This design comes from an exercise in tuning for small area on the open sky130 flow, not from production work. Only simulation tests tie the RTL to the original design; equivalence was not proved. Power is estimated from default activity; no workload was simulated.

File: design/flow/flow/run.sh
#!/bin/bash
# The standard ORFS layout (standard.sh), with three changes in how the
# layout is built:
#  - port buffers use the smallest buffer cell (buf_1) instead of the
#    delay-buffer cell buffer_ports picks by default;
#  - CTS uses clkbuf_8 leaf buffers for up to 16 sinks each and adds no
#    dummy loads;
#  - IO pins may sit one routing track apart, so the 1234 pins fit on a die
#    sized by CORE_UTILIZATION instead of a die sized by the pin count.
# All of standard.sh's output goes to standard.log here; ORFS's per-step logs
# are under orfs/logs/.
export BUFFER_PORTS_ARGS="-buffer_cell sky130_fd_sc_hd__buf_1"
export CTS_ARGS="-sink_clustering_enable -repair_clock_nets -dont_use_dummy_load -sink_clustering_size 16 -sink_clustering_max_diameter 100 -buf_list sky130_fd_sc_hd__clkbuf_8"
export PLACE_PINS_ARGS="-min_distance 1 -min_distance_in_tracks"
bash standard.sh > standard.log 2>&1
File: design/flow/standard.sh
#!/bin/bash
# synth_recipe.tcl (not shown) runs the flow's synth.tcl, then flattens the netlist and writes it again
# the make line also repeats each setting of config.mk as NAME=value (left out here)
make -C /OpenROAD-flow-scripts/flow DESIGN_CONFIG=/design/flow/config.mk WORK_HOME=/design/flow/orfs CLKGATE_MAP_FILE= SYNTH_SCRIPT=/design/flow/synth_recipe.tcl "${@:-finish}"
File: design/flow/config.mk
export PLATFORM = sky130hd
export DESIGN_NAME = axi_regs
export DESIGN_NICKNAME = axi_regs
export VERILOG_FILES = /design/flow/design.v
export SDC_FILE = /design/flow/constraint.sdc
export NUM_CORES = 4
export LEC_CHECK = 0
export CAP_MARGIN = 20
export CORE_MARGIN = 2
export CORE_UTILIZATION = 55
export PLACE_DENSITY = 0.75
export SLEW_MARGIN = 20
export SYNTH_HIERARCHICAL = 1
File: design/flow/constraint.sdc
create_clock -name core_clock -period 5.0 [get_ports {axi_aclk}]
set_input_delay 1.0000 -clock core_clock [delete_from_list [all_inputs] [get_ports {axi_aclk}]]
set_output_delay 1.0000 -clock core_clock [all_outputs]
set_load 0.01 [all_outputs]
File: design/flow/design.v
package axi_regs_pkg;
    localparam AXI_REVISION = 34;
    localparam logic [31:0] AXI_DEFAULT_BASEADDR = 32'h00000000;
    localparam AXI_RANGE_BYTES = 128;
    localparam logic [31:0] REG0_OFFSET = 32'h00000000;  
    localparam REG0_VALUE_BIT_OFFSET = 0;  
    localparam REG0_VALUE_BIT_WIDTH = 32;  
    localparam logic [31:0] REG0_VALUE_RESET = 32'b00000000000000000000000000000000;  
    localparam logic [31:0] REG1_OFFSET = 32'h00000004;  
    localparam REG1_VALUE_BIT_OFFSET = 0;  
    localparam REG1_VALUE_BIT_WIDTH = 32;  
    localparam logic [31:0] REG1_VALUE_RESET = 32'b00000000000000000000000000000000;  
    localparam logic [31:0] REG2_OFFSET = 32'h00000008;  
    localparam REG2_VALUE_BIT_OFFSET = 0;  
    localparam REG2_VALUE_BIT_WIDTH = 32;  
    localparam logic [31:0] REG2_VALUE_RESET = 32'b00000000000000000000000000000000;  
    localparam logic [31:0] REG3_OFFSET = 32'h0000000C;  
    localparam REG3_VALUE_BIT_OFFSET = 0;  
    localparam REG3_VALUE_BIT_WIDTH = 32;  
    localparam logic [31:0] REG3_VALUE_RESET = 32'b00000000000000000000000000000000;  
    localparam logic [31:0] REG4_OFFSET = 32'h00000010;  
    localparam REG4_VALUE_BIT_OFFSET = 0;  
    localparam REG4_VALUE_BIT_WIDTH = 32;  
    localparam logic [31:0] REG4_VALUE_RESET = 32'b00000000000000000000000000000000;  
    localparam logic [31:0] REG5_OFFSET = 32'h00000014;  
    localparam REG5_VALUE_BIT_OFFSET = 0;  
    localparam REG5_VALUE_BIT_WIDTH = 32;  
    localparam logic [31:0] REG5_VALUE_RESET = 32'b00000000000000000000000000000000;  
    localparam logic [31:0] REG6_OFFSET = 32'h00000018;  
    localparam REG6_VALUE_BIT_OFFSET = 0;  
    localparam REG6_VALUE_BIT_WIDTH = 1;  
    localparam logic [0:0] REG6_VALUE_RESET = 1'b0;  
    localparam logic [31:0] REG7_OFFSET = 32'h0000001C;  
    localparam REG7_VALUE_BIT_OFFSET = 0;  
    localparam REG7_VALUE_BIT_WIDTH = 32;  
    localparam logic [31:0] REG7_VALUE_RESET = 32'b00000000000000000000000000000000;  
    localparam logic [31:0] REG8_OFFSET = 32'h00000020;  
    localparam REG8_VALUE_BIT_OFFSET = 0;  
    localparam REG8_VALUE_BIT_WIDTH = 32;  
    localparam logic [31:0] REG8_VALUE_RESET = 32'b00000000000000000000000000000000;  
    localparam logic [31:0] REG9_OFFSET = 32'h00000024;  
    localparam REG9_VALUE_BIT_OFFSET = 0;  
    localparam REG9_VALUE_BIT_WIDTH = 32;  
    localparam logic [31:0] REG9_VALUE_RESET = 32'b00000000000000000000000000000000;  
    localparam logic [31:0] REG10_OFFSET = 32'h00000028;  
    localparam REG10_VALUE_BIT_OFFSET = 0;  
    localparam REG10_VALUE_BIT_WIDTH = 32;  
    localparam logic [31:0] REG10_VALUE_RESET = 32'b00000000000000000000000000000000;  
    localparam logic [31:0] REG11_OFFSET = 32'h0000002C;  
    localparam REG11_VALUE_BIT_OFFSET = 0;  
    localparam REG11_VALUE_BIT_WIDTH = 32;  
    localparam logic [31:0] REG11_VALUE_RESET = 32'b00000000000000000000000000000000;  
    localparam logic [31:0] REG12_OFFSET = 32'h00000030;  
    localparam REG12_VALUE_BIT_OFFSET = 0;  
    localparam REG12_VALUE_BIT_WIDTH = 32;  
    localparam logic [31:0] REG12_VALUE_RESET = 32'b00000000000000000000000000000000;  
    localparam logic [31:0] REG13_OFFSET = 32'h00000034;  
    localparam REG13_VALUE_BIT_OFFSET = 0;  
    localparam REG13_VALUE_BIT_WIDTH = 32;  
    localparam logic [31:0] REG13_VALUE_RESET = 32'b00000000000000000000000000000000;  
    localparam logic [31:0] REG14_OFFSET = 32'h00000038;  
    localparam REG14_VALUE_BIT_OFFSET = 0;  
    localparam REG14_VALUE_BIT_WIDTH = 32;  
    localparam logic [31:0] REG14_VALUE_RESET = 32'b00000000000000000000000000000000;  
    localparam logic [31:0] REG15_OFFSET = 32'h0000003C;  
    localparam REG15_VALUE_BIT_OFFSET = 0;  
    localparam REG15_VALUE_BIT_WIDTH = 32;  
    localparam logic [31:0] REG15_VALUE_RESET = 32'b00000000000000000000000000000000;  
    localparam logic [31:0] REG16_OFFSET = 32'h00000040;  
    localparam REG16_VALUE_BIT_OFFSET = 0;  
    localparam REG16_VALUE_BIT_WIDTH = 32;  
    localparam logic [31:0] REG16_VALUE_RESET = 32'b00000000000000000000000000000000;  
    localparam logic [31:0] REG17_OFFSET = 32'h00000044;  
    localparam REG17_VALUE_BIT_OFFSET = 0;  
    localparam REG17_VALUE_BIT_WIDTH = 32;  
    localparam logic [31:0] REG17_VALUE_RESET = 32'b00000000000000000000000000000000;  
    localparam logic [31:0] REG18_OFFSET = 32'h00000048;  
    localparam REG18_VALUE_BIT_OFFSET = 0;  
    localparam REG18_VALUE_BIT_WIDTH = 32;  
    localparam logic [31:0] REG18_VALUE_RESET = 32'b00000000000000000000000000000000;  
    localparam logic [31:0] REG19_OFFSET = 32'h0000004C;  
    localparam REG19_VALUE_BIT_OFFSET = 0;  
    localparam REG19_VALUE_BIT_WIDTH = 32;  
    localparam logic [31:0] REG19_VALUE_RESET = 32'b00000000000000000000000000000000;  
    localparam logic [31:0] REG20_OFFSET = 32'h00000050;  
    localparam REG20_VALUE_BIT_OFFSET = 0;  
    localparam REG20_VALUE_BIT_WIDTH = 32;  
    localparam logic [31:0] REG20_VALUE_RESET = 32'b00000000000000000000000000000000;  
    localparam logic [31:0] REG21_OFFSET = 32'h00000054;  
    localparam REG21_VALUE_BIT_OFFSET = 0;  
    localparam REG21_VALUE_BIT_WIDTH = 32;  
    localparam logic [31:0] REG21_VALUE_RESET = 32'b00000000000000000000000000000000;  
    localparam logic [31:0] REG22_OFFSET = 32'h00000058;  
    localparam REG22_VALUE_BIT_OFFSET = 0;  
    localparam REG22_VALUE_BIT_WIDTH = 32;  
    localparam logic [31:0] REG22_VALUE_RESET = 32'b00000000000000000000000000000000;  
    localparam logic [31:0] REG23_OFFSET = 32'h0000005C;  
    localparam REG23_VALUE_BIT_OFFSET = 0;  
    localparam REG23_VALUE_BIT_WIDTH = 32;  
    localparam logic [31:0] REG23_VALUE_RESET = 32'b00000000000000000000000000000000;  
    localparam logic [31:0] REG24_OFFSET = 32'h00000060;  
    localparam REG24_VALUE_BIT_OFFSET = 0;  
    localparam REG24_VALUE_BIT_WIDTH = 32;  
    localparam logic [31:0] REG24_VALUE_RESET = 32'b00000000000000000000000000000000;  
    localparam logic [31:0] REG25_OFFSET = 32'h00000064;  
    localparam REG25_VALUE_BIT_OFFSET = 0;  
    localparam REG25_VALUE_BIT_WIDTH = 32;  
    localparam logic [31:0] REG25_VALUE_RESET = 32'b00000000000000000000000000000000;  
    localparam logic [31:0] REG26_OFFSET = 32'h00000068;  
    localparam REG26_VALUE_BIT_OFFSET = 0;  
    localparam REG26_VALUE_BIT_WIDTH = 32;  
    localparam logic [31:0] REG26_VALUE_RESET = 32'b00000000000000000000000000000000;  
    localparam logic [31:0] REG27_OFFSET = 32'h0000006C;  
    localparam REG27_VALUE_BIT_OFFSET = 0;  
    localparam REG27_VALUE_BIT_WIDTH = 32;  
    localparam logic [31:0] REG27_VALUE_RESET = 32'b00000000000000000000000000000000;  
    localparam logic [31:0] REG28_OFFSET = 32'h00000070;  
    localparam REG28_VALUE_BIT_OFFSET = 0;  
    localparam REG28_VALUE_BIT_WIDTH = 32;  
    localparam logic [31:0] REG28_VALUE_RESET = 32'b00000000000000000000000000000000;  
    localparam logic [31:0] REG29_OFFSET = 32'h00000074;  
    localparam REG29_VALUE_BIT_OFFSET = 0;  
    localparam REG29_VALUE_BIT_WIDTH = 32;  
    localparam logic [31:0] REG29_VALUE_RESET = 32'b00000000000000000000000000000000;  
    localparam logic [31:0] REG30_OFFSET = 32'h00000078;  
    localparam REG30_VALUE_BIT_OFFSET = 0;  
    localparam REG30_VALUE_BIT_WIDTH = 32;  
    localparam logic [31:0] REG30_VALUE_RESET = 32'b00000000000000000000000000000000;  
    localparam logic [31:0] REG31_OFFSET = 32'h0000007C;  
    localparam REG31_VALUE_BIT_OFFSET = 0;  
    localparam REG31_VALUE_BIT_WIDTH = 32;  
    localparam logic [31:0] REG31_VALUE_RESET = 32'b00000000000000000000000000000000;  
endpackage: axi_regs_pkg
`default_nettype none
module axi_regs #(
    parameter AXI_ADDR_WIDTH = 32,  
    parameter logic [31:0] BASEADDR = 32'h00000000  
    ) (
    input  wire                      axi_aclk,
    input  wire                      axi_aresetn,
    input  wire [AXI_ADDR_WIDTH-1:0] s_axi_awaddr,
    input  wire [2:0]                s_axi_awprot,
    input  wire                      s_axi_awvalid,
    input  wire [7:0]                s_axi_awid,
    input  wire [7:0]                s_axi_awlen,
    input  wire [2:0]                s_axi_awsize,
    output wire                      s_axi_awready,
    input  wire [31:0]               s_axi_wdata,
    input  wire [3:0]                s_axi_wstrb,
    input  wire                      s_axi_wvalid,
    input  wire                      s_axi_wlast,
    output wire                      s_axi_wready,
    input  wire [AXI_ADDR_WIDTH-1:0] s_axi_araddr,
    input  wire [2:0]                s_axi_arprot,
    input  wire                      s_axi_arvalid,
    input  wire [7:0]                s_axi_arid,
    input  wire [7:0]                s_axi_arlen,
    input  wire [2:0]                s_axi_arsize,
    output wire                      s_axi_arready,
    output wire [31:0]               s_axi_rdata,
    output wire [1:0]                s_axi_rresp,
    output wire                      s_axi_rvalid,
    output wire [7:0]                s_axi_rid,
    output wire                      s_axi_rlast,
    input  wire                      s_axi_rready,
    output wire [1:0]                s_axi_bresp,
    output wire                      s_axi_bvalid,
    output wire [7:0]                s_axi_bid,
    input  wire                      s_axi_bready,
    output wire reg0_strobe,  
    output wire [31:0] reg0_value,  
    output wire reg1_strobe,  
    output wire [31:0] reg1_value,  
    output wire reg2_strobe,  
    output wire [31:0] reg2_value,  
    output wire reg3_strobe,  
    output wire [31:0] reg3_value,  
    output wire reg4_strobe,  
    input wire [31:0] reg4_value,  
    output wire reg5_strobe,  
    output wire [31:0] reg5_value,  
    input wire reg6_value_set,  
    output wire reg7_strobe,  
    output wire [31:0] reg7_value,  
    output wire reg8_strobe,  
    output wire [31:0] reg8_value,  
    output wire reg9_strobe,  
    output wire [31:0] reg9_value,  
    output wire reg10_strobe,  
    output wire [31:0] reg10_value,  
    output wire reg11_strobe,  
    output wire [31:0] reg11_value,  
    output wire reg12_strobe,  
    output wire [31:0] reg12_value,  
    output wire reg13_strobe,  
    output wire [31:0] reg13_value,  
    output wire reg14_strobe,  
    output wire [31:0] reg14_value,  
    output wire reg15_strobe,  
    output wire [31:0] reg15_value,  
    output wire reg16_strobe,  
    output wire [31:0] reg16_value,  
    output wire reg17_strobe,  
    output wire [31:0] reg17_value,  
    output wire reg18_strobe,  
    output wire [31:0] reg18_value,  
    output wire reg19_strobe,  
    output wire [31:0] reg19_value,  
    output wire reg20_strobe,  
    output wire [31:0] reg20_value,  
    output wire reg21_strobe,  
    output wire [31:0] reg21_value,  
    output wire reg22_strobe,  
    output wire [31:0] reg22_value,  
    output wire reg23_strobe,  
    output wire [31:0] reg23_value,  
    output wire reg24_strobe,  
    output wire [31:0] reg24_value,  
    output wire reg25_strobe,  
    output wire [31:0] reg25_value,  
    output wire reg26_strobe,  
    output wire [31:0] reg26_value,  
    output wire reg27_strobe,  
    output wire [31:0] reg27_value,  
    output wire reg28_strobe,  
    output wire [31:0] reg28_value,  
    output wire reg29_strobe,  
    output wire [31:0] reg29_value,  
    output wire reg30_strobe,  
    output wire [31:0] reg30_value,  
    output wire reg31_strobe,  
    output wire [31:0] reg31_value  
    );
    localparam int AW = AXI_ADDR_WIDTH;
    wire [AW-3:0] aw_off, ar_off;
    if (BASEADDR[6:2] == 5'd0) begin: g_aligned
        assign aw_off = {s_axi_awaddr[AW-1:7] ^ BASEADDR[AW-1:7], s_axi_awaddr[6:2]};
        assign ar_off = {s_axi_araddr[AW-1:7] ^ BASEADDR[AW-1:7], s_axi_araddr[6:2]};
    end else begin: g_unaligned
        assign aw_off = s_axi_awaddr[AW-1:2] - BASEADDR[AW-1:2];
        assign ar_off = s_axi_araddr[AW-1:2] - BASEADDR[AW-1:2];
    end
    wire          aw_in  = (aw_off[AW-3:5] == '0);
    wire          ar_in  = (ar_off[AW-3:5] == '0);
    logic       aw_got, w_got, awready_q, wready_q, bvalid_q, bresp_q, upd_q;
    logic [7:0] bid_q;
    logic       wa_in;
    logic [4:0] wa_idx;
    logic [31:0] wd_q;
    logic [3:0]  ws_q;
    wire upd     = aw_got & w_got;
    wire aw_take = s_axi_awvalid & ~aw_got & ~bvalid_q;
    wire w_take  = s_axi_wvalid  & ~w_got  & ~bvalid_q;
    wire [7:0] bid_d;
    for (genvar i = 0; i < 8; i++) begin: g_bid
        axr_ao22 u_bid (.a1(aw_take), .a2(s_axi_awid[i]), .b1(~aw_take), .b2(bid_q[i]), .y(bid_d[i]));
    end
    always_ff @(posedge axi_aclk or negedge axi_aresetn) begin
        if (~axi_aresetn) begin
            aw_got    <= 1'b0;
            w_got     <= 1'b0;
            awready_q <= 1'b0;
            wready_q  <= 1'b0;
            bvalid_q  <= 1'b0;
            bresp_q   <= 1'b0;
            upd_q     <= 1'b0;
            bid_q     <= '0;
        end else begin
            awready_q <= aw_take;
            wready_q  <= w_take;
            aw_got    <= ~upd & (aw_got | aw_take);
            w_got     <= ~upd & (w_got | w_take);
            upd_q     <= upd;
            bvalid_q  <= upd | (bvalid_q & ~s_axi_bready);
            if (upd) bresp_q <= ~(wa_in & (wa_idx != 5'd4));
            bid_q     <= bid_d;
        end
    end
    wire [5:0]  wa_d;
    wire [35:0] wd_d;
    for (genvar i = 0; i < 6; i++) begin: g_wa
        axr_ao22 u_wa (.a1(~aw_got), .a2(i == 5 ? aw_in : aw_off[i]), .b1(aw_got),
                       .b2(i == 5 ? wa_in : wa_idx[i]), .y(wa_d[i]));
    end
    for (genvar i = 0; i < 36; i++) begin: g_wd
        axr_ao22 u_wd (.a1(~w_got), .a2(i < 32 ? s_axi_wdata[i] : s_axi_wstrb[i-32]), .b1(w_got),
                       .b2(i < 32 ? wd_q[i] : ws_q[i-32]), .y(wd_d[i]));
    end
    always_ff @(posedge axi_aclk) begin
        {wa_in, wa_idx} <= wa_d;
        {ws_q, wd_q}    <= wd_d;
    end
    wire [7:0]  wa_hi;
    wire [15:0] wa_lo;
    for (genvar m = 0; m < 8; m++) begin: g_hi
        assign wa_hi[m] = upd & wa_in & (wa_idx[4:2] == m);
    end
    for (genvar k = 0; k < 16; k++) begin: g_lo
        assign wa_lo[k] = (wa_idx[1:0] == k / 4) & ws_q[k % 4];
    end
    wire [7:0] st_hi_n;
    wire [3:0] st_lo_n;
    for (genvar m = 0; m < 8; m++) begin: g_sthi
        assign st_hi_n[m] = ~(upd_q & wa_in & (wa_idx[4:2] == m));
    end
    for (genvar k = 0; k < 4; k++) begin: g_stlo
        assign st_lo_n[k] = ~(wa_idx[1:0] == k);
    end
    wire [31:0] wstb;
    for (genvar r = 0; r < 32; r++) begin: g_wstb
        axr_nor2 u_wstb (.a(st_hi_n[r / 4]), .b(st_lo_n[r % 4]), .y(wstb[r]));
    end
    wire  [31:0] rv [0:31];
    logic        reg6_q;
    for (genvar r = 0; r < 32; r++) begin: g_reg
        if (r != 4 && r != 6) begin: g_rw
            wire [3:0] we, wen;
            for (genvar b = 0; b < 4; b++) begin: g_en
                axr_nand2 u_wen (.a(wa_hi[r / 4]), .b(wa_lo[4 * (r % 4) + b]), .y(wen[b]));
                axr_inv   u_we  (.a(wen[b]), .y(we[b]));
            end
            wire [31:0] d;
            logic [31:0] q;
            for (genvar i = 0; i < 32; i++) begin: g_bit
                axr_ao22 u_bit (.a1(we[i/8]), .a2(wd_q[i]), .b1(wen[i/8]), .b2(q[i]), .y(d[i]));
            end
            always_ff @(posedge axi_aclk or negedge axi_aresetn) begin
                if (~axi_aresetn) q <= '0;
                else              q <= d;
            end
            assign rv[r] = q;
        end else begin: g_none
            assign rv[r] = '0;
        end
    end
    always_ff @(posedge axi_aclk or negedge axi_aresetn) begin
        if (~axi_aresetn)
            reg6_q <= 1'b0;
        else if (reg6_value_set)
            reg6_q <= 1'b1;
        else if (wa_hi[1] & wa_lo[4 * 2 + 0] & wd_q[0])
            reg6_q <= 1'b0;
    end
    logic       arready_q, resp_q, rvalid_q, rresp_v, rresp_q, reg4_strobe_q;
    logic [7:0] rid_q;
    wire ar_take = s_axi_arvalid & ~arready_q & ~resp_q & ~rvalid_q;
    wire [7:0] rid_d;
    for (genvar i = 0; i < 8; i++) begin: g_rid
        axr_ao22 u_rid (.a1(ar_take), .a2(s_axi_arid[i]), .b1(~ar_take), .b2(rid_q[i]), .y(rid_d[i]));
    end
    always_ff @(posedge axi_aclk or negedge axi_aresetn) begin
        if (~axi_aresetn) begin
            arready_q     <= 1'b0;
            resp_q        <= 1'b0;
            rvalid_q      <= 1'b0;
            rresp_q       <= 1'b0;
            reg4_strobe_q <= 1'b0;
            rid_q         <= '0;
        end else begin
            arready_q     <= ar_take;
            resp_q        <= arready_q;
            rvalid_q      <= resp_q | (rvalid_q & ~s_axi_rready);
            reg4_strobe_q <= arready_q & ar_in & (ar_off[4:0] == 5'd4);
            if (resp_q) rresp_q <= rresp_v;
            rid_q         <= rid_d;
        end
    end
    wire [31:0] rsrc [0:31];
    wire [7:0] ar_hi_n;
    wire [3:0] ar_lo_n;
    for (genvar m = 0; m < 8; m++) begin: g_arhi
        assign ar_hi_n[m] = ~(arready_q & ar_in & (ar_off[4:2] == m));
    end
    for (genvar k = 0; k < 4; k++) begin: g_arlo
        assign ar_lo_n[k] = ~(ar_off[1:0] == k);
    end
    wire [31:0] rsel;
    for (genvar r = 0; r < 32; r++) begin: g_rsrc
        if (r == 4)      begin: g4 assign rsrc[r] = reg4_value; end
        else if (r == 5) begin: g5 assign rsrc[r] = '0; end
        else if (r == 6) begin: g6 assign rsrc[r] = {31'b0, reg6_q}; end
        else             begin: gr assign rsrc[r] = rv[r]; end
        axr_nor2 u_rsel (.a(ar_hi_n[r / 4]), .b(ar_lo_n[r % 4]), .y(rsel[r]));
    end
    logic [31:0] rd_n;
    wire  [31:0] rd_n_d;
    for (genvar i = 0; i < 32; i++) begin: g_rbit
        localparam int NS = (i == 0) ? 31 : 30;
        localparam int NG = (NS + 2) / 3;
        wire [3*NG-1:0] s, v;
        for (genvar k = 0; k < 3*NG; k++) begin: g_src
            localparam int R = (k < 5) ? k : k + ((i == 0) ? 1 : 2);
            if (k < NS) begin: g_on
                assign s[k] = rsel[R];
                assign v[k] = rsrc[R][i];
            end else begin: g_off
                assign s[k] = 1'b0;
                assign v[k] = 1'b0;
            end
        end
        wire [NG-1:0] y;
        for (genvar g = 0; g < NG; g++) begin: g_grp
            axr_aoi222 u_aoi (.a1(s[3*g]), .a2(v[3*g]), .b1(s[3*g+1]), .b2(v[3*g+1]),
                              .c1(s[3*g+2]), .c2(v[3*g+2]), .y(y[g]));
        end
        assign rd_n_d[i] = (&y) & (arready_q | rd_n[i]);
    end
    always_ff @(posedge axi_aclk) begin
        rresp_v <= ~ar_in | (ar_off[4:0] == 5'd5);
        rd_n    <= rd_n_d;
    end
    assign s_axi_awready = awready_q;
    assign s_axi_wready  = wready_q;
    assign s_axi_bvalid  = bvalid_q;
    assign s_axi_bresp   = {2{bresp_q}};
    assign s_axi_bid     = bid_q;
    assign s_axi_arready = arready_q;
    assign s_axi_rvalid  = rvalid_q;
    assign s_axi_rlast   = rvalid_q;
    assign s_axi_rresp   = {2{rresp_q}};
    assign s_axi_rid     = rid_q;
    wire rvalid_n = ~rvalid_q;
    for (genvar i = 0; i < 32; i++) begin: g_rdata
        axr_nor2 u_rdata (.a(rd_n[i]), .b(rvalid_n), .y(s_axi_rdata[i]));
    end
    assign reg4_strobe = reg4_strobe_q;
    assign reg0_value  = rv[0];
    assign reg0_strobe = wstb[0];
    assign reg1_value  = rv[1];
    assign reg1_strobe = wstb[1];
    assign reg2_value  = rv[2];
    assign reg2_strobe = wstb[2];
    assign reg3_value  = rv[3];
    assign reg3_strobe = wstb[3];
    assign reg5_value  = rv[5];
    assign reg5_strobe = wstb[5];
    assign reg7_value  = rv[7];
    assign reg7_strobe = wstb[7];
    assign reg8_value  = rv[8];
    assign reg8_strobe = wstb[8];
    assign reg9_value  = rv[9];
    assign reg9_strobe = wstb[9];
    assign reg10_value  = rv[10];
    assign reg10_strobe = wstb[10];
    assign reg11_value  = rv[11];
    assign reg11_strobe = wstb[11];
    assign reg12_value  = rv[12];
    assign reg12_strobe = wstb[12];
    assign reg13_value  = rv[13];
    assign reg13_strobe = wstb[13];
    assign reg14_value  = rv[14];
    assign reg14_strobe = wstb[14];
    assign reg15_value  = rv[15];
    assign reg15_strobe = wstb[15];
    assign reg16_value  = rv[16];
    assign reg16_strobe = wstb[16];
    assign reg17_value  = rv[17];
    assign reg17_strobe = wstb[17];
    assign reg18_value  = rv[18];
    assign reg18_strobe = wstb[18];
    assign reg19_value  = rv[19];
    assign reg19_strobe = wstb[19];
    assign reg20_value  = rv[20];
    assign reg20_strobe = wstb[20];
    assign reg21_value  = rv[21];
    assign reg21_strobe = wstb[21];
    assign reg22_value  = rv[22];
    assign reg22_strobe = wstb[22];
    assign reg23_value  = rv[23];
    assign reg23_strobe = wstb[23];
    assign reg24_value  = rv[24];
    assign reg24_strobe = wstb[24];
    assign reg25_value  = rv[25];
    assign reg25_strobe = wstb[25];
    assign reg26_value  = rv[26];
    assign reg26_strobe = wstb[26];
    assign reg27_value  = rv[27];
    assign reg27_strobe = wstb[27];
    assign reg28_value  = rv[28];
    assign reg28_strobe = wstb[28];
    assign reg29_value  = rv[29];
    assign reg29_strobe = wstb[29];
    assign reg30_value  = rv[30];
    assign reg30_strobe = wstb[30];
    assign reg31_value  = rv[31];
    assign reg31_strobe = wstb[31];
endmodule
module axr_ao22 (
    input  wire a1, a2, b1, b2,
    output wire y
);
    assign y = (a1 & a2) | (b1 & b2);
endmodule
module axr_aoi222 (
    input  wire a1, a2, b1, b2, c1, c2,
    output wire y
);
    assign y = ~((a1 & a2) | (b1 & b2) | (c1 & c2));
endmodule
module axr_nand2 (
    input  wire a, b,
    output wire y
);
    assign y = ~(a & b);
endmodule
module axr_inv (
    input  wire a,
    output wire y
);
    assign y = ~a;
endmodule
module axr_nor2 (
    input  wire a, b,
    output wire y
);
    assign y = ~(a | b);
endmodule
==> summary.txt <==
==> report_power, final <==
part	leakage, nW	switching, mW	internal, mW
clock	0.547	2.68	1.37
combinational	7.67	1.46	0.495
sequential	14.4	1.57	8.88
==> layout by cell type, fill, tap and decap left out, types with 19 or more instances in the layout <==
master    count
buf_1      1199
a22o_1     1018
dfrtp_1     987
a222oi_1    321
nand2_1     130
inv_1       127
buf_4        81
clkbuf_8     76
nor2_1       71
nand4_1      68
dfxtp_1      53
nor3_1       32
o211ai_1     31
nor2_4       30
dfxtp_2      22
diode_2      19
==> path summary, 6_finish.rpt <==
check                        startpoint                   end
max reg2reg                       w_got    g_reg[7].g_rw.q[0]
min                         axi_aresetn  g_reg[23].g_rw.q[24]
max                           wa_idx[0]           reg1_strobe
max in group asynchronous   axi_aresetn   g_reg[28].g_rw.q[9]
min reg2reg                     rd_n[0]               rd_n[0]
min in group core_clock    s_axi_bready              bvalid_q
==> per-stage QoR <==
stage | util [%] | setup slack, ns | std cells
global route | 66.03 | 0.8289 | 5330
detailed placement | 64.54 | 0.9070 | 5242
global placement | 64.54 | 0.9457 | 5242
floorplan | - | 1.370 | 2993
CTS | 65.94 | 1.116 | 5318
finish | 66.06 | 0.8685 | 5339
==> cell usage after synthesis, types with 4 or more instances <==
master,number,area share (%)
nand3_1,9,0.11
nor3_1,34,0.41
nand4b_1,4,0.085
o211ai_1,31,0.57
a22o_1,1018,22
nand2_1,130,1.2
dfrtp_1,989,60
dfxtp_1,75,3.6
nand2b_1,6,0.091
nor2b_1,7,0.11
a222oi_1,321,7.8
inv_1,129,1.2
buf_4,5,0.091
and3_1,7,0.11
clkbuf_1,7,0.064
nor4_1,9,0.14
nand4_1,68,1.0
nor2_1,107,0.98
and2_1,13,0.20
==> worst register-to-register path: cells and delay by family (launching register included) <==
kind,cells,cell delay (ns)
AND/OR/NAND/NOR,3,1.81
AO/OA/AOI/OAI,1,0.20
flip-flops,1,1.02
buffers and inverters,2,0.75
==> flip-flops by register name (all words and copies together), names as in the netlist <==
register / flops
arready_q: 1
aw_got: 1
awready_q: 1
bid_q: 8
bresp_q: 1
bvalid_q: 1
g.g_rw.q: 960
rd_n: 32
reg4_strobe_q: 1
reg6_q: 1
resp_q: 1
rid_q: 8
rresp_q: 1
rresp_v: 1
rvalid_q: 1
upd_q: 1
w_got: 1
wa_idx: 5
wa_in: 1
wd_q: 32
wready_q: 1
ws_q: 4
==> per-module statistics from Yosys (local to each module, per instance) <==
module,cells,times used,area [um^2],flops+latches
axr_aoi222,1,321,10.01,0
axi_regs,1318,1,27800,1064
axr_inv,1,120,3.754,0
axr_nand2,1,120,3.754,0
axr_nor2,1,93,3.754,0
axr_ao22,1,1018,8.758,0
==> logic make-up after synthesis <==
logic type / share of synthesized area [%]
AOI/OAI and AO/OA: 30.14
buffers and inverters: 1.331
other: 0.009107
DFF: 63.75
muxes: 0.02735
and+or+nand+nor: 4.737
==> routing by layer <==
layer  up-vias  wire length, um  GRT usage, %
met3       814            32500         24.12
met5         -              142         1.438
li1      15360                -             -
met4        12            14990         29.51
met1     19910            66140         61.16
met2      3862            76660         64.71
==> layout make-up <==
cell class	instances	area, um^2
Antenna cell	19	47.55
Clock buffer	76	1046
Fill cell	5863	25220
Inverter	129	484.2
Multi-Input combinational cell	1788	14670
Sequential cell	1064	26280
Tap cell	969	1212
Timing Repair Buffer	1294	5359
==> impl_metrics.prom <==
# TYPE chip_impl_metric gauge
chip_impl_metric{name="p_total",unit="mW"} 16.45
chip_impl_info{name="timing.hold.worst.class",value="in -> async"} 1
chip_impl_metric{name="place.gp.congestion",unit=""} 1.022
chip_impl_metric{name="tns",unit="ns"} 0
chip_impl_metric{name="cts.sink_count",unit=""} 1064
chip_impl_metric{name="p_per_area",unit="nW/um^2"} 335.1
chip_impl_metric{name="final.setup_skew",unit="ns"} 0.07307
chip_impl_metric{name="clock_insertion_delay_worst_skew",unit="ns"} 0.73
chip_impl_metric{name="top_level_ports",unit=""} 1234
chip_impl_metric{name="route.final.wire_length",unit="um"} 190400
chip_impl_metric{name="post_synth.cell_area_avg",unit="um^2"} 13.77
chip_impl_metric{name="maxCapViolations",unit=""} 0
chip_impl_metric{name="place_hpwl",unit="um"} 133700
chip_impl_metric{name="overflow",unit=""} 0
chip_impl_info{name="crit_path_top_delay_cell",value="nor2b_1"} 1
chip_impl_metric{name="placementRows",unit=""} 100
chip_impl_metric{name="start_util",unit="%"} 55.40
chip_impl_metric{name="crit_path_max_fanout",unit=""} 10
chip_impl_metric{name="max_stage_delay",unit="ns"} 1.03
chip_impl_info{name="path_class",value="reg -> out"} 1
chip_impl_metric{name="synth_async_sr_flop_share",unit="%"} 92.95
chip_impl_metric{name="drive_gt1_share",unit="%"} 5.585
chip_impl_metric{name="cts.hold.buffers_added",unit=""} 0
chip_impl_metric{name="hold_violations",unit=""} 0
chip_impl_metric{name="post-cts-setup-buffer-count",unit=""} 0
chip_impl_metric{name="fp.coreArea",unit="um^2"} 74320
chip_impl_metric{name="finalNetCount",unit=""} 4538
chip_impl_info{name="outcome",value="finished clean"} 1
chip_impl_metric{name="synth_edf_count",unit=""} 0
chip_impl_info{name="tritoncts",value="built"} 1
chip_impl_metric{name="ys_warn_count",unit=""} 7
chip_impl_metric{name="synth.lib_cells_used.distinct",unit=""} 37
chip_impl_metric{name="detailroute.via_count",unit=""} 39960
chip_impl_info{name="critical_path.startpoint_type",value="flop"} 1
chip_impl_metric{name="register_bit_count_reported_by_yosys",unit=""} 1064
chip_impl_metric{name="drt_pass1_iterations",unit=""} 22
chip_impl_info{name="grt_setup_unrepaired",value="false"} 1
chip_impl_metric{name="vias_in_the_first_global_route",unit=""} 36530
chip_impl_metric{name="ys_seq_area_share",unit="%"} 63.75
chip_impl_metric{name="worstPathBufferInverterCount",unit=""} 2
chip_impl_metric{name="ctsHtreeMaxLevel",unit=""} 3
chip_impl_metric{name="hold_ws",unit="ns"} 0.4183
chip_impl_metric{name="layout.cell_area.non_filler",unit="um^2"} 49100
chip_impl_metric{name="numPortBuffers",unit=""} 1200
chip_impl_metric{name="final_setup_violations",unit=""} 0
chip_impl_info{name="cts_root_buffer",value="clkbuf_8"} 1
chip_impl_metric{name="dr.first_iter.drc_count",unit=""} 7353
chip_impl_metric{name="global_route.usage.total",unit="%"} 47.92
chip_impl_metric{name="crit_required",unit="ns"} 4.00
chip_impl_metric{name="finalCriticalPeriod",unit="ns"} 4.131
chip_impl_metric{name="timing_worst_slew_pin_value",unit="ns"} 1.244
chip_impl_metric{name="wire_per_inst",unit="um"} 35.67
chip_impl_metric{name="grt_first_pass_wirelength",unit="um"} 268000
chip_impl_metric{name="antenna_violations_before_repair",unit=""} 19
chip_impl_metric{name="syn-instance-count",unit=""} 2990
chip_impl_metric{name="ctsLongestPathBuffers",unit=""} 3
chip_impl_metric{name="finalCritPeriodShare",unit="%"} 82.63
chip_impl_metric{name="pin_count_of_the_biggest_net_entering_global_routing",unit=""} 124
chip_impl_metric{name="chipWidth",unit="um"} 277.6
chip_impl_info{name="critPathTopFamily",value="simple AND/OR/NAND/NOR gates"} 1
chip_impl_info{name="worstSetupEndpointType",value="output pin"} 1
chip_impl_metric{name="worst-r2r-cell-count",unit=""} 6
chip_impl_metric{name="die_area",unit="um^2"} 77070
chip_impl_metric{name="fp.dieH",unit="um"} 277.6
chip_impl_metric{name="final_routed_drc_violation_total",unit=""} 0
chip_impl_info{name="postSynth.topFlopCell",value="dfrtp_1"} 1
chip_impl_metric{name="cts-buffers-inserted",unit=""} 76
chip_impl_metric{name="leakagePower",unit="nW"} 22.61
chip_impl_metric{name="crit_cells",unit=""} 4
chip_impl_metric{name="final_max_slew_viol_count",unit=""} 0
chip_impl_metric{name="ff2ff_setup_slack",unit="ns"} 1.15
chip_impl_metric{name="peakVddDrop",unit="V"} 0.0006151
chip_impl_metric{name="routed_via_density",unit=""} 7.485
chip_impl_metric{name="timing.fmax",unit="MHz"} 242.0
chip_impl_metric{name="maxSlewHeadroom",unit="%"} 16.88
chip_impl_metric{name="cts_resized",unit=""} 0
chip_impl_metric{name="area_growth",unit="%"} 19.24
chip_impl_metric{name="final_antenna_net_count",unit=""} 0
chip_impl_metric{name="path_clk_slew",unit="ns"} 0.11
chip_impl_metric{name="worst-endpoint-arrival",unit="ns"} 3.13
chip_impl_metric{name="syn_area",unit="um^2"} 41180
chip_impl_info{name="list_of_cells_traversed_by_the_critical_path",value="nor2b_1 > inv_1 > nor2_1 > buf_1"} 1
chip_impl_metric{name="post_dp_cell_area",unit="um^2"} 47960

==> re-timing with driven ports <==
In the flow no input, the clock included, has a driving cell. The finished layout below was timed again as built, in two steps.
Step 1 assumes that a clkbuf_16 drives the clock port and a buf_2 every other input.
Step 2 also shifts input and output timing later by t, the mid clock arrival at the registers, as if the neighbouring blocks saw the same clock.
a / b / c = ideal ports / drivers / drivers and shift; a / b = the first two.
t, ns: 0.754
setup slack, ns: 0.869 / 0.806 / 0.810
worst setup path at the end: input to register
latest minus earliest clock arrival (ns): 0.074 / 0.074
pins driven straight from the clock port: 1
After both steps this run still meets setup and hold. The setup slack of this run moves by -0.063 ns with the drivers and by -0.059 ns with both steps.
